Context: an optimization exercise on an open-source flow, tuned for small area. The choices shown serve that exercise and are no tape-out recipe. At most, simulation tests tie the RTL to the original design; equivalence was not proved. No activity file was given, so power comes from the tool's default toggle rates.

==> run a: inputs <==
==> flow/design.v <==
module reverse (
    input  wire clk,
    input  wire rst_n,
    input  wire uart_rx,
    output wire uart_tx
);
    localparam [7:0] C_END   = 8'hff;
    localparam [7:0] C_BIT   = 8'ha0;
    localparam [7:0] C_SHORT = 8'haf;
    reg s1, s2;
    always @(posedge clk) begin
        s1 <= uart_rx;
        s2 <= s1;
    end
    reg [6:0] p;
    always @(posedge clk or negedge rst_n)
        if (!rst_n) p <= 7'd1;
        else        p <= p + 7'd1;
    reg       run;     
    reg [5:0] j;       
    reg [3:0] n;       
    reg [7:0] c;       
    reg       tx;
    wire       m   = j[5];
    wire [4:0] idx = j[4:0] ^ {5{m}};
    wire match = (p[6:4] == idx[3:1]) && (p[3:1] == 3'd0) && (p[0] == idx[0]);
    wire go   = !run && match && (m || !s2);
    wire tick = run && (c == C_END);
    wire last = n[3] & n[0];   
    reg [127:0] ra, rb;
    wire we  = tick && !m && (n != 4'd0) && !last;
    wire tap = idx[4] ? rb[105] : ra[105];
    always @(posedge clk) begin
        ra <= {ra[126:0], (we && !idx[4]) ? s2 : ra[127]};
        rb <= {rb[126:0], (we &&  idx[4]) ? s2 : rb[127]};
    end
    always @(posedge clk) begin
        c <= {c[6:0], c[7] ^ c[5] ^ c[4] ^ c[3]};
        if (go) begin
            n <= 4'd0;
            c <= m ? C_BIT : C_SHORT;
        end else if (tick) begin
            n <= n + 4'd1;
            c <= C_BIT;
        end
    end
    always @(posedge clk or negedge rst_n) begin
        if (!rst_n) begin
            run <= 1'b0;
            j   <= 6'd0;
            tx  <= 1'b1;
        end else if (go) begin
            run <= 1'b1;
            if (m) tx <= 1'b0;
        end else if (tick) begin
            if (m) tx <= n[3] | tap;
            if (last) begin
                j   <= j + 6'd1;
                run <= 1'b0;
            end
        end
    end
    assign uart_tx = tx;
endmodule
==> flow/run.sh <==
#!/bin/bash
# synth_recipe.tcl (not shown) runs the flow's synth.tcl, then flattens the netlist and writes it again
# the make line also repeats each setting of config.mk as NAME=value (left out here)
make -C /OpenROAD-flow-scripts/flow DESIGN_CONFIG=/design/flow/config.mk WORK_HOME=/design/flow/orfs CLKGATE_MAP_FILE= SYNTH_SCRIPT=/design/flow/synth_recipe.tcl finish
==> flow/config.mk <==
export PLATFORM = sky130hd
export DESIGN_NAME = reverse
export DESIGN_NICKNAME = reverse
export VERILOG_FILES = /design/flow/design.v
export SDC_FILE = /design/flow/constraint.sdc
export NUM_CORES = 4
export LEC_CHECK = 0
export ABC_AREA = 0
export CAP_MARGIN = 20
export CORE_MARGIN = 2
export CORE_UTILIZATION = 70
export CTS_BUF_LIST = sky130_fd_sc_hd__clkbuf_8
export CTS_CLUSTER_DIAMETER = 50
export CTS_CLUSTER_SIZE = 16
export SLEW_MARGIN = 20
==> flow/constraint.sdc <==
create_clock -name core_clock -period 37.0 [get_ports {clk}]
set_input_delay 7.4000 -clock core_clock [delete_from_list [all_inputs] [get_ports {clk}]]
set_output_delay 7.4000 -clock core_clock [all_outputs]
set_load 0.01 [all_outputs]
==> run b (differences from run a) <==
==> flow/design.v (replaced) <==
module reverse (
    input  wire clk,
    input  wire rst_n,
    input  wire uart_rx,
    output wire uart_tx
);
    localparam [7:0] BIT_LAST   = 8'd233;   
    localparam [7:0] FIRST_LAST = 8'd255;   
    localparam [1:0] S_HUNT = 2'd0;   
    localparam [1:0] S_ALN  = 2'd1;   
    localparam [1:0] S_BITS = 2'd2;   
    reg s1, s2;
    always @(posedge clk or negedge rst_n)
        if (!rst_n) begin
            s1 <= 1'b1;
            s2 <= 1'b1;
        end else begin
            s1 <= uart_rx;
            s2 <= s1;
        end
    reg [6:0] p;
    always @(posedge clk or negedge rst_n)
        if (!rst_n) p <= 7'd0;
        else        p <= p + 7'd1;
    reg [1:0] st;
    reg       m;       
    reg [4:0] j;       
    reg [3:0] n;       
    reg [7:0] c;       
    reg       tx;
    wire [4:0] idx = j ^ {5{m}};
    wire match = (p[6:4] == idx[3:1]) && (p[3] == idx[0]) && !p[2] &&
                 (p[1] == idx[0]) && (p[0] == idx[0]);
    reg [127:0] ra, rb;
    wire tick = (st == S_BITS) && (c == 8'd0);
    wire we   = tick && !m && !n[3];
    wire tap  = idx[4] ? rb[105] : ra[105];
    always @(posedge clk) begin
        ra <= {ra[126:0], (we && !idx[4]) ? s2 : ra[127]};
        rb <= {rb[126:0], (we &&  idx[4]) ? s2 : rb[127]};
    end
    always @(posedge clk) begin
        c <= c - 8'd1;
        case (st)
            S_ALN: if (match) begin
                n <= 4'd0;
                c <= m ? BIT_LAST : FIRST_LAST;
            end
            S_BITS: if (c == 8'd0) begin
                n <= n + 4'd1;
                c <= BIT_LAST;
            end
            default: ;
        endcase
    end
    always @(posedge clk or negedge rst_n) begin
        if (!rst_n) begin
            st <= S_HUNT;
            m  <= 1'b0;
            j  <= 5'd0;
            tx <= 1'b1;
        end else begin
            case (st)
                S_HUNT: if (!s2) st <= S_ALN;
                S_ALN: if (match) begin
                    st <= S_BITS;
                    if (m) tx <= 1'b0;
                end
                default: if (c == 8'd0) begin
                    if (m) begin
                        tx <= n[3] | tap;
                        if (n == 4'd9) begin
                            j <= j + 5'd1;
                            if (j == 5'd31) begin
                                m  <= 1'b0;
                                st <= S_HUNT;
                            end else
                                st <= S_ALN;
                        end
                    end else if (n == 4'd8) begin
                        j <= j + 5'd1;
                        if (j == 5'd31) begin
                            m  <= 1'b1;
                            st <= S_ALN;
                        end else
                            st <= S_HUNT;
                    end
                end
            endcase
        end
    end
    assign uart_tx = tx;
endmodule
ABC_AREA = unset   (was 0)
CORE_UTILIZATION = 40   (was 70)
CTS_BUF_LIST = unset   (was sky130_fd_sc_hd__clkbuf_8)
CTS_CLUSTER_DIAMETER = unset   (was 50)
CTS_CLUSTER_SIZE = unset   (was 16)
==> run c (differences from run a) <==
--- a/flow/design.v
+++ b/flow/design.v
@@ -8,13 +8,17 @@
     localparam [7:0] C_BIT   = 8'ha0;
     localparam [7:0] C_SHORT = 8'haf;
     reg s1, s2;
-    always @(posedge clk) begin
-        s1 <= uart_rx;
-        s2 <= s1;
-    end
+    always @(posedge clk or negedge rst_n)
+        if (!rst_n) begin
+            s1 <= 1'b1;
+            s2 <= 1'b1;
+        end else begin
+            s1 <= uart_rx;
+            s2 <= s1;
+        end
     reg [6:0] p;
     always @(posedge clk or negedge rst_n)
-        if (!rst_n) p <= 7'd1;
+        if (!rst_n) p <= 7'd0;
         else        p <= p + 7'd1;
     reg       run;     
     reg [5:0] j;       
@@ -23,7 +27,8 @@
     reg       tx;
     wire       m   = j[5];
     wire [4:0] idx = j[4:0] ^ {5{m}};
-    wire match = (p[6:4] == idx[3:1]) && (p[3:1] == 3'd0) && (p[0] == idx[0]);
+    wire match = (p[6:4] == idx[3:1]) && (p[3] == idx[0]) && !p[2] &&
+                 (p[1] == idx[0]) && (p[0] == idx[0]);
     wire go   = !run && match && (m || !s2);
     wire tick = run && (c == C_END);
     wire last = n[3] & n[0];   
CORE_UTILIZATION = 85   (was 70)
CTS_BUF_LIST = sky130_fd_sc_hd__clkbuf_16   (was sky130_fd_sc_hd__clkbuf_8)
CTS_CLUSTER_DIAMETER = 60   (was 50)
CTS_CLUSTER_SIZE = 30   (was 16)
==> notes <==
- Run c ended with an error in detailed placement. Run a produced a clean layout. Run b went through all stages and came out clean.
- In run b the core utilization is lower than in run a, by 29 points.
- Maximum frequency is about the same in run a and run b.
- Sequential share of layout area: run a is higher than run b (11 points).
- Against run a, the flip-flop and latch count of run b is higher by 1.
- Between run a and run b, the lower routed wire length is in run a (gap 11%, measured against run b).
- Between run b and run a, the lower cell area is in run a (gap about 17%, measured against run a).
- Sequential power is about the same in run b and run a.
==> figures <==
metric	run b	run a	run c
Outcome	finished clean	finished clean	aborted with a tool error
Last stage reached	-	-	detailed placement
Power per unit of standard cell area	70.2 nW/µm²	64.5 nW/µm²	-
Area enclosed by the die boundary	18600 µm²	10100 µm²	-
Worst stage delay on the critical path	540 ps	550 ps	-
Total number of vias	3054	2421	-
Detailed-route wire length	8.71 mm	7.73 mm	-
Post-route core utilization	47.3%	76.7%	-
Routability Congestion	0.735	0.758	0.730
F_max	111 MHz	111 MHz	-
Worst Reg2Reg Path Length in Cells	4	4	-
Worst hold endpoint	rb[99]	ra[123]	-
Clock tree from TritonCTS	done	done	-
Worst Max-Slew Pin Slew	841 ps	678 ps	-
Clock tree buffer depth	3	3	-
Top cell category	sequential cells	sequential cells	-
Share of total power in sequential cells	54.0%	68.1%	-
For run c, only the layout was checked, not whether the RTL still works.

---

==> v17: inputs <==
Another version of the RTL of reverse (not shown whole).
// reverse
module reverse (
    input  wire clk,
    input  wire rst_n,
    input  wire uart_rx,
    output wire uart_tx
);
==> module reverse, before the edit <==
module reverse (
    input  wire clk,
    input  wire rst_n,
    input  wire uart_rx,
    output wire uart_tx
);
    localparam [7:0] C_END   = 8'hff;
    localparam [7:0] C_BIT   = 8'ha0;
    localparam [7:0] C_SHORT = 8'haf;
    localparam [1:0] S_HUNT = 2'd0;   
    localparam [1:0] S_ALN  = 2'd1;   
    localparam [1:0] S_BITS = 2'd2;   
    reg s1, s2;
    always @(posedge clk or negedge rst_n)
        if (!rst_n) begin
            s1 <= 1'b1;
            s2 <= 1'b1;
        end else begin
            s1 <= uart_rx;
            s2 <= s1;
        end
    reg [6:0] p;
    always @(posedge clk or negedge rst_n)
        if (!rst_n) p <= 7'd0;
        else        p <= p + 7'd1;
    reg [1:0] st;
    reg [5:0] j;       
    reg [3:0] n;       
    reg [7:0] c;       
    reg       tx;
    wire       m   = j[5];
    wire [4:0] idx = j[4:0] ^ {5{m}};
    wire match = (p[6:4] == idx[3:1]) && (p[3] == idx[0]) && !p[2] &&
                 (p[1] == idx[0]) && (p[0] == idx[0]);
    wire tick = (st == S_BITS) && (c == C_END);
    wire last = n[3] & n[0];   
    reg [127:0] ra, rb;
    wire we  = tick && !m && (n != 4'd0) && !last;
    wire tap = idx[4] ? rb[105] : ra[105];
    always @(posedge clk) begin
        ra <= {ra[126:0], (we && !idx[4]) ? s2 : ra[127]};
        rb <= {rb[126:0], (we &&  idx[4]) ? s2 : rb[127]};
    end
    always @(posedge clk) begin
        c <= {c[6:0], c[7] ^ c[5] ^ c[4] ^ c[3]};
        if (st == S_ALN && match) begin
            n <= 4'd0;
            c <= m ? C_BIT : C_SHORT;
        end else if (tick) begin
            n <= n + 4'd1;
            c <= C_BIT;
        end
    end
    always @(posedge clk or negedge rst_n) begin
        if (!rst_n) begin
            st <= S_HUNT;
            j  <= 6'd0;
            tx <= 1'b1;
        end else begin
            case (st)
                S_HUNT: if (!s2) st <= S_ALN;
                S_ALN: if (match) begin
                    st <= S_BITS;
                    if (m) tx <= 1'b0;
                end
                default: if (tick) begin
                    if (m) tx <= n[3] | tap;
                    if (last) begin
                        j  <= j + 6'd1;
                        st <= (j[4:0] == 5'd31) ^ m ? S_ALN : S_HUNT;
                    end
                end
            endcase
        end
    end
    assign uart_tx = tx;
endmodule
clock: 37.0 ns
lec_check: 0
abc_area: 1
cap_margin: 20
core_margin: 2
core_utilization: 75
cts_buf_list: sky130_fd_sc_hd__clkbuf_8
cts_cluster_diameter: 50
cts_cluster_size: 20
slew_margin: 20
run.sh (not shown) runs the stock make flow with config.mk's settings and CLKGATE_MAP_FILE= SYNTH_SCRIPT=/design/flow/synth_recipe.tcl, a recipe that flattens the netlist after the stock synthesis.
==> inputs of v10, as changes to v17 <==
==> flow/design.v (replaced) <==
module reverse (
    input  wire clk,
    input  wire rst_n,
    input  wire uart_rx,
    output wire uart_tx
);
    localparam [7:0] C_END   = 8'hff;
    localparam [7:0] C_BIT   = 8'ha0;
    localparam [7:0] C_SHORT = 8'haf;
    reg s1, s2;
    always @(posedge clk) begin
        s1 <= uart_rx;
        s2 <= s1;
    end
    reg [6:0] p;
    always @(posedge clk or negedge rst_n)
        if (!rst_n) p <= 7'd1;
        else        p <= p + 7'd1;
    reg       run;     
    reg [5:0] j;       
    reg [3:0] n;       
    reg [7:0] c;       
    reg       tx;
    wire       m   = j[5];
    wire [4:0] idx = j[4:0] ^ {5{m}};
    wire match = (p[6:4] == idx[3:1]) && (p[3:1] == 3'd0) && (p[0] == idx[0]);
    wire go   = !run && match && (m || !s2);
    wire tick = run && (c == C_END);
    wire last = n[3] & n[0];   
    reg [127:0] ra, rb;
    wire we  = tick && !m && (n != 4'd0) && !last;
    wire tap = idx[4] ? rb[105] : ra[105];
    always @(posedge clk) begin
        ra <= {ra[126:0], (we && !idx[4]) ? s2 : ra[127]};
        rb <= {rb[126:0], (we &&  idx[4]) ? s2 : rb[127]};
    end
    always @(posedge clk) begin
        c <= {c[6:0], c[7] ^ c[5] ^ c[4] ^ c[3]};
        if (go) begin
            n <= 4'd0;
            c <= m ? C_BIT : C_SHORT;
        end else if (tick) begin
            n <= n + 4'd1;
            c <= C_BIT;
        end
    end
    always @(posedge clk or negedge rst_n) begin
        if (!rst_n) begin
            run <= 1'b0;
            j   <= 6'd0;
            tx  <= 1'b1;
        end else if (go) begin
            run <= 1'b1;
            if (m) tx <= 1'b0;
        end else if (tick) begin
            if (m) tx <= n[3] | tap;
            if (last) begin
                j   <= j + 6'd1;
                run <= 1'b0;
            end
        end
    end
    assign uart_tx = tx;
endmodule
==> flow/flow/run.sh (new file) <==
#!/bin/bash
# Standard ORFS layout, with one change: after the standard synthesis, the
# combinational logic between the registers is re-mapped by ABC with an
# area-oriented script. Every register instance is kept as the standard
# synthesis made it (same name, same cell); only the gates between them change.
set -euo pipefail

# clock tree: clusters of flip-flops, each driven by one buffer
STD_ARGS=("CTS_ARGS=-sink_clustering_enable -repair_clock_nets -sink_clustering_size 10 -sink_clustering_max_diameter 40 -buf_list sky130_fd_sc_hd__clkbuf_4 -root_buf sky130_fd_sc_hd__clkbuf_8 -dont_use_dummy_load")
W=$(pwd)
LIB=$FLOW_HOME/platforms/$FLOW_PLATFORM/lib/sky130_fd_sc_hd__tt_025C_1v80.lib
R=$W/orfs/results/$FLOW_PLATFORM/reverse/base

bash standard.sh synth > $W/std_synth.log 2>&1

cp $R/1_2_yosys.v $W/remap_in.v
DU=$(grep -o 'cell ("sky130_fd_sc_hd__\(lpflow\|probe\)[^"]*")' $LIB | sed 's/cell ("\(.*\)")/-dont_use \1/' | tr '\n' ' ')
sed -e "s|@LIB@|$LIB|g" -e "s|@DU@|$DU|g" -e "s|@IN@|$W/remap_in.v|g" -e "s|@OUT@|$W/remap_out.v|g" \
    flow/remap.ys > $W/remap.ys
yosys -s $W/remap.ys > $W/remap.log 2>&1

# the registers must be the same instances as before
grep -E '^\s*sky130_fd_sc_hd__(df|edf|sdf|dl)\S* ' $W/remap_in.v | sort > $W/regs_in.txt
grep -E '^\s*sky130_fd_sc_hd__(df|edf|sdf|dl)\S* ' $W/remap_out.v | sort > $W/regs_out.txt
cmp $W/regs_in.txt $W/regs_out.txt

cp $W/remap_out.v $R/1_2_yosys.v
bash standard.sh "${STD_ARGS[@]}" finish > $W/std_finish.log 2>&1
==> flow/flow/remap.ys (new file) <==
# pass 1: cell functions from the library, the registers kept as black
# boxes; flatten the gates and re-map them with ABC
read_liberty -ignore_miss_func @LIB@
blackbox sky130_fd_sc_hd__df* sky130_fd_sc_hd__edf* sky130_fd_sc_hd__sdf* sky130_fd_sc_hd__dl*
read_verilog @IN@
hierarchy -top reverse
flatten
hierarchy -top reverse
opt -purge
abc -liberty @LIB@ @DU@ -script +strash;ifraig;dc2;dch,-f;amap;topo
opt_clean -purge
write_verilog -noattr -nohex -nodec @OUT@.pass1.v
design -reset
# pass 2: the same clean-up ORFS's synthesis ends with
read_liberty -lib @LIB@
read_verilog @OUT@.pass1.v
hierarchy -check -top reverse
splitnets
opt_clean -purge
hilomap -singleton -hicell sky130_fd_sc_hd__conb_1 HI -locell sky130_fd_sc_hd__conb_1 LO
insbuf -buf sky130_fd_sc_hd__buf_4 A X
rename -hide w:*$func$*
check -assert -mapped
tee -o @OUT@.stat stat -liberty @LIB@
write_verilog -noattr -nohex -nodec @OUT@
==> flow/standard.sh (new file) <==
#!/bin/bash
# synth_recipe.tcl (not shown) runs the flow's synth.tcl, then flattens the netlist and writes it again
# the make line also repeats each setting of config.mk as NAME=value (left out here)
make -C /OpenROAD-flow-scripts/flow DESIGN_CONFIG=/design/flow/config.mk WORK_HOME=/design/flow/orfs CLKGATE_MAP_FILE= SYNTH_SCRIPT=/design/flow/synth_recipe.tcl "${@:-finish}"
ABC_AREA = 0   (was 1)
CORE_UTILIZATION = 70   (was 75)
CTS_CLUSTER_SIZE = 16   (was 20)
removed: flow/run.sh
==> inputs of v5, as changes to v17 <==
==> flow/design.v (replaced) <==
module reverse (
    input  wire clk,
    input  wire rst_n,
    input  wire uart_rx,
    output wire uart_tx
);
    localparam [7:0] C_END   = 8'hff;
    localparam [7:0] C_BIT   = 8'ha0;
    localparam [7:0] C_SHORT = 8'ha8;
    reg s1, s2;
    always @(posedge clk) begin
        s1 <= uart_rx;
        s2 <= s1;
    end
    reg [6:0] p;
    always @(posedge clk or negedge rst_n)
        if (!rst_n) p <= 7'd1;
        else        p <= p + 7'd1;
    reg       run;     
    reg [5:0] j;       
    reg [3:0] n;       
    reg [7:0] c;       
    reg       tx;
    wire       m   = j[5];
    wire [4:0] idx = j[4:0] ^ {5{m}};
    wire match = (p[6:4] == idx[3:1]) && (p[3:1] == 3'd0) && (p[0] == idx[0]);
    wire go   = !run && match && (m || !s2);
    wire tick = run && (c == C_END);
    wire last = n[3] & n[0];   
    reg [127:0] ra, rb;
    wire we  = tick && !m && (n != 4'd0) && !last;
    wire tap = idx[4] ? rb[84] : ra[84];
    always @(posedge clk) begin
        ra <= {ra[126:0], (we && !idx[4]) ? s2 : ra[127]};
        rb <= {rb[126:0], (we &&  idx[4]) ? s2 : rb[127]};
    end
    always @(posedge clk) begin
        c <= {c[6:0], c[7] ^ c[5] ^ c[4] ^ c[3]};
        if (go) begin
            n <= 4'd0;
            c <= m ? C_BIT : C_SHORT;
        end else if (tick) begin
            n <= n + 4'd1;
            c <= C_BIT;
        end
    end
    always @(posedge clk or negedge rst_n) begin
        if (!rst_n) begin
            run <= 1'b0;
            j   <= 6'd0;
            tx  <= 1'b1;
        end else if (go) begin
            run <= 1'b1;
            if (m) tx <= 1'b0;
        end else if (tick) begin
            if (m) tx <= n[3] | tap;
            if (last) begin
                j   <= j + 6'd1;
                run <= 1'b0;
            end
        end
    end
    assign uart_tx = tx;
endmodule
==> flow/flow/run.sh (new file) <==
#!/bin/bash
# Standard ORFS layout (standard.sh), with these changes:
# - after the standard synthesis, the combinational logic between the
#   registers is re-mapped by ABC with an area-oriented script (remap.ys);
#   every register instance is kept as the standard synthesis made it (same
#   name, same cell), only the gates between them change;
# - clock tree: flip-flops clustered 20 to a clkbuf_8, no dummy loads;
# - the port buffers are buf_1 cells.
# Each tool's output goes to a log file of its own in this folder.
set -euo pipefail
W=$(pwd)
LIB=$FLOW_HOME/platforms/$FLOW_PLATFORM/lib/sky130_fd_sc_hd__tt_025C_1v80.lib
R=$W/orfs/results/$FLOW_PLATFORM/reverse/base
STD_ARGS=(
  "CTS_ARGS=-sink_clustering_enable -repair_clock_nets -sink_clustering_size 12 -sink_clustering_max_diameter 45 -buf_list {sky130_fd_sc_hd__clkbuf_4} -dont_use_dummy_load"
  "BUFFER_PORTS_ARGS=-buffer_cell sky130_fd_sc_hd__buf_1"
)

bash standard.sh synth > $W/std_synth.log 2>&1

cp $R/1_2_yosys.v $W/remap_in.v
DU=$(grep -o 'cell ("sky130_fd_sc_hd__\(lpflow\|probe\)[^"]*")' $LIB | sed 's/cell ("\(.*\)")/-dont_use \1/' | tr '\n' ' ')
sed -e "s|@LIB@|$LIB|g" -e "s|@DU@|$DU|g" -e "s|@IN@|$W/remap_in.v|g" -e "s|@OUT@|$W/remap_out.v|g" \
    flow/remap.ys > $W/remap.ys
yosys -s $W/remap.ys > $W/remap.log 2>&1

# the registers must be the same instances as before
grep -E '^\s*sky130_fd_sc_hd__(df|edf|sdf|dl)\S* ' $W/remap_in.v | sort > $W/regs_in.txt
grep -E '^\s*sky130_fd_sc_hd__(df|edf|sdf|dl)\S* ' $W/remap_out.v | sort > $W/regs_out.txt
cmp $W/regs_in.txt $W/regs_out.txt

cp $W/remap_out.v $R/1_2_yosys.v
bash standard.sh "${STD_ARGS[@]}" finish > $W/std_finish.log 2>&1
==> flow/flow/remap.ys (new file) <==
# pass 1: cell functions from the library, the registers kept as black
# boxes; flatten the gates and re-map them with ABC
read_liberty -ignore_miss_func @LIB@
blackbox sky130_fd_sc_hd__df* sky130_fd_sc_hd__edf* sky130_fd_sc_hd__sdf* sky130_fd_sc_hd__dl*
read_verilog @IN@
hierarchy -top reverse
flatten
hierarchy -top reverse
opt -purge
abc -liberty @LIB@ @DU@ -script +strash;ifraig;dc2;dch,-f;amap;topo
opt_clean -purge
write_verilog -noattr -nohex -nodec @OUT@.pass1.v
design -reset
# pass 2: the same clean-up ORFS's synthesis ends with
read_liberty -lib @LIB@
read_verilog @OUT@.pass1.v
hierarchy -check -top reverse
splitnets
opt_clean -purge
hilomap -singleton -hicell sky130_fd_sc_hd__conb_1 HI -locell sky130_fd_sc_hd__conb_1 LO
insbuf -buf sky130_fd_sc_hd__buf_4 A X
rename -hide w:*$func$*
check -assert -mapped
tee -o @OUT@.stat stat -liberty @LIB@
write_verilog -noattr -nohex -nodec @OUT@
==> flow/standard.sh (new file) <==
#!/bin/bash
# synth_recipe.tcl (not shown) runs the flow's synth.tcl, then flattens the netlist and writes it again
# the make line also repeats each setting of config.mk as NAME=value (left out here)
make -C /OpenROAD-flow-scripts/flow DESIGN_CONFIG=/design/flow/config.mk WORK_HOME=/design/flow/orfs CLKGATE_MAP_FILE= SYNTH_SCRIPT=/design/flow/synth_recipe.tcl "${@:-finish}"
ABC_AREA = 0   (was 1)
CORE_UTILIZATION = 70   (was 75)
CTS_CLUSTER_SIZE = 16   (was 20)
removed: flow/run.sh
==> out/results.ini <==
[detailed_routing]
wl_met3_um=316

[logic_synthesis]
synth.top_cell.area_share_pct=80.5
synth-main-ff-cell=dfxtp_1
seq_area_frac_synth_pct=87.3

[clock_tree]
htree_levels=1

[power]
power.clock.fraction_pct=29.8

[run_status]
status=timing/DRC/antenna clean

[placement]
placed_area_sq_mm=0.00682

[finish]
final_area_sq_mm=0.00711

# the run above: v17

==> out/results.ini <==
[placement]
placed_area_sq_mm=0.00644

[run_status]
status=timing/DRC/antenna clean

[setup_path]
r2r_slack_ns=34.58

[detailed_routing]
wl_met3_um=221
wl_met1_um=3610

[clock_tree]
htree_levels=1

[finish]
drive_gt1_share_pct=6.90

[sta]
clock_skew_ns=0.0289

[power]
peakVddDrop_v=0.0000391
power.clock.fraction_pct=26.8

# the run above: v5

==> out/results.ini <==
[run_status]
status=timing/DRC/antenna clean

[sta]
rsz0062_at_grt=no

[clock_tree]
htree_levels=2

[finish]
final_cell_mix=dfxtp_1, clkbuf_4, clkinv_1, nor2_1, nand2_1
final_area_sq_mm=0.00677

[global_routing]
groute.layer.met2.usage_pct=22.4

[power]
power.clock.fraction_pct=29.7
p_int_mw=0.356

[placement]
placed_area_sq_mm=0.00648

# the run above: v10

Function not checked in v17: the RTL went through the layout flow alone.

## afterwards: timing with drivers on the ports
The results above use ideal ports. As a check the final layouts listed here were re-extracted and re-timed, cells and wires unchanged. Step 1 sets driving cells, clkbuf_16 on the clock port and buf_2 on the other inputs (assumed; they add their load-dependent delay and slew). Step 2 times the ports against the registers' clock, not the clock port: input delays grow and output delays shrink by t, the midpoint of the rising clock arrivals with the driver on. Slacks: ideal / step 1 / step 2; pairs: ideal / step 1.
| run | shift t [ns] | slack for setup (ns) | slew at the worst register clock pin (ns) |
|---|---|---|---|
| run a | 0.540 | 28.019 / 27.985 / 28.525 | 0.10 / 0.10 |
| run b | 0.551 | 28.017 / 27.979 / 28.530 | 0.06 / 0.06 |
| v17 | 0.519 | 28.040 / 28.008 / 28.527 | 0.11 / 0.11 |
| v10 | 0.494 | 28.054 / 28.017 / 28.511 | 0.10 / 0.10 |
| v5 | 0.595 | 28.353 / 28.323 / 28.918 | 0.12 / 0.12 |
After both steps setup and hold are still met in every run listed.
